This is an optimization exercise on Yosys and OpenROAD, whose aim is small area, not a production implementation. Where RTL was checked, it was by simulation tests only, not by an equivalence proof against the original. Power figures rest on the tool's default switching activity, not on a simulated workload.

Design PWM_WRAPPER, start of the top module:
module PWM_WRAPPER(
    input           clk,
    input           reset,
    input           chipselect,
    input           write,
    input           read,
    input   [2:0]   address,
    input   [31:0]  writedata,
    output  [31:0]  readdata,
    output          pwm_out
);
Size in the first run: roughly 570 cells after synthesis, ~150 flip-flops, about 73 I/O pins.
==> module PWM_WRAPPER, before the edit <==
module PWM_WRAPPER(
    input           clk,
    input           reset,
    input           chipselect,
    input           write,
    input           read,
    input   [2:0]   address,
    input   [31:0]  writedata,
    output  [31:0]  readdata,
    output          pwm_out
);
reg        enable;           
reg [31:1] control_hi;
reg [15:0] period_reg;
reg [15:0] duty_reg;
reg [15:0] div_reg;
reg        control_v, period_v, duty_v, div_v;
reg [31:0] data_reg;
reg [15:0] ct1;
reg [15:0] cnt1;
function ge16;
    input [15:0] a;
    input [15:0] b;
    integer i;
    reg g;
    begin
        g = 1'b1;
        for (i = 0; i < 16; i = i + 1)
            g = (a[i] & ~b[i]) | ((a[i] | ~b[i]) & g);
        ge16 = g;
    end
endfunction
wire tick = ~div_v | ge16(ct1, div_reg);
wire adv = enable & tick;
wire wrap = ~period_v | ge16(cnt1, period_reg);
assign pwm_out = enable & duty_v & ge16(duty_reg, cnt1);
assign readdata = data_reg;
wire wr = chipselect & write;
wire rd = chipselect & read;
always @(posedge clk or posedge reset)
    if (reset) begin
        enable    <= 1'b0;
        control_v <= 1'b0;
        period_v  <= 1'b0;
        duty_v    <= 1'b0;
        div_v     <= 1'b0;
    end else if (wr) begin
        case (address)
            3'd0: begin enable <= writedata[0]; control_v <= 1'b1; end
            3'd2: period_v <= 1'b1;
            3'd3: duty_v   <= 1'b1;
            3'd4: div_v    <= 1'b1;
            default: ;
        endcase
    end
always @(posedge clk)
    if (wr) begin
        case (address)
            3'd0: control_hi <= writedata[31:1];
            3'd2: period_reg <= writedata[15:0];
            3'd3: duty_reg   <= writedata[15:0];
            3'd4: div_reg    <= writedata[15:0];
            default: ;
        endcase
    end
always @(posedge clk or posedge reset)
    if (reset)
        data_reg <= 32'h0;
    else if (rd)
        case (address)
            3'd0: data_reg <= {control_v ? control_hi : 31'h0, enable};
            3'd1: data_reg <= {31'h0, enable};
            3'd2: data_reg <= {16'h0, period_v ? period_reg : 16'h0};
            3'd3: data_reg <= {16'h0, duty_v ? duty_reg : 16'h0};
            3'd4: data_reg <= {16'h0, div_v ? div_reg : 16'h0};
            default: data_reg <= 32'h0;
        endcase
always @(posedge clk or posedge reset)
    if (reset)
        ct1 <= 16'h1;
    else if (tick)
        ct1 <= 16'h1;
    else
        ct1 <= ct1 + 16'h1;
always @(posedge clk or posedge reset)
    if (reset)
        cnt1 <= 16'h1;
    else if (adv) begin
        if (wrap)
            cnt1 <= 16'h1;
        else
            cnt1 <= cnt1 + 16'h1;
    end
endmodule
Settings: LEC_CHECK=0, CAP_MARGIN=20, CORE_MARGIN=2, CORE_UTILIZATION=40, SLEW_MARGIN=20; clock period 6.0 ns.
standard.sh (not shown) runs the stock make flow with config.mk's settings and CLKGATE_MAP_FILE= SYNTH_SCRIPT=/design/flow/synth_recipe.tcl, a recipe that flattens the netlist after the stock synthesis.
==> flow/flow/run.sh <==
#!/bin/bash
# Standard layout with two changes: the port buffers are the smallest buffer
# (buf_1 instead of the resizer's default pick), and CTS uses clkbuf_8 only
# and inserts no dummy loads.
set -euo pipefail
export BUFFER_PORTS_ARGS="-buffer_cell sky130_fd_sc_hd__buf_1"
export CTS_ARGS="-sink_clustering_enable -repair_clock_nets -buf_list sky130_fd_sc_hd__clkbuf_8 -dont_use_dummy_load"
bash standard.sh > standard.log 2>&1
Rerun with:
--- a/flow/design.v
+++ b/flow/design.v
@@ -26,7 +26,7 @@
     begin
         g = 1'b1;
         for (i = 0; i < 16; i = i + 1)
-            g = (a[i] & ~b[i]) | ((a[i] | ~b[i]) & g);
+            g = (a[i] ~^ b[i]) ? g : a[i];
         ge16 = g;
     end
 endfunction
Outcome:
- core utilization rises by 0.81 points
- cell count falls by 1.3%
- die area falls by 1.3%
- wire length rises by 0.98%
- worst setup slack is worse by 0.15 ns
- fmax falls by 3.8%
- clock skew falls by 0.015 ns
- via count falls by 2.9%
- synthesized area falls by 1.3%
- synthesized cell count falls by 0.70%
- sequential share of layout area rises by 0.60 points
- combinational power falls by about 6%
The RTL of the first run of this note was laid out without a check of its function.

what the ideal ports hide:
Ports are ideal in the flow. The routed layouts listed here were re-timed in OpenROAD. Step 1 (the two cells are an assumption about what drives the block):
set clk [get_ports {clk}]
set_driving_cell -lib_cell sky130_fd_sc_hd__clkbuf_16 $clk
set_driving_cell -lib_cell sky130_fd_sc_hd__buf_2 [delete_from_list [all_inputs] $clk]
Step 2, shift: input delay + t, output delay - t, t = (earliest + latest rising clock arrival at the registers) / 2. This alone moves slack from input paths to output paths. Slacks: ideal ports / drivers / drivers and shift; pairs: ideal ports / drivers.
| run | t, ns | slack for setup (ns) | worst setup path at the end |
|---|---|---|---|
| the first run | 0.472 | 2.326 / 2.288 / 2.759 | register to output |
| the second run | 0.477 | 2.180 / 2.143 / 2.621 | register to output |
After both steps every run listed still meets setup and hold.
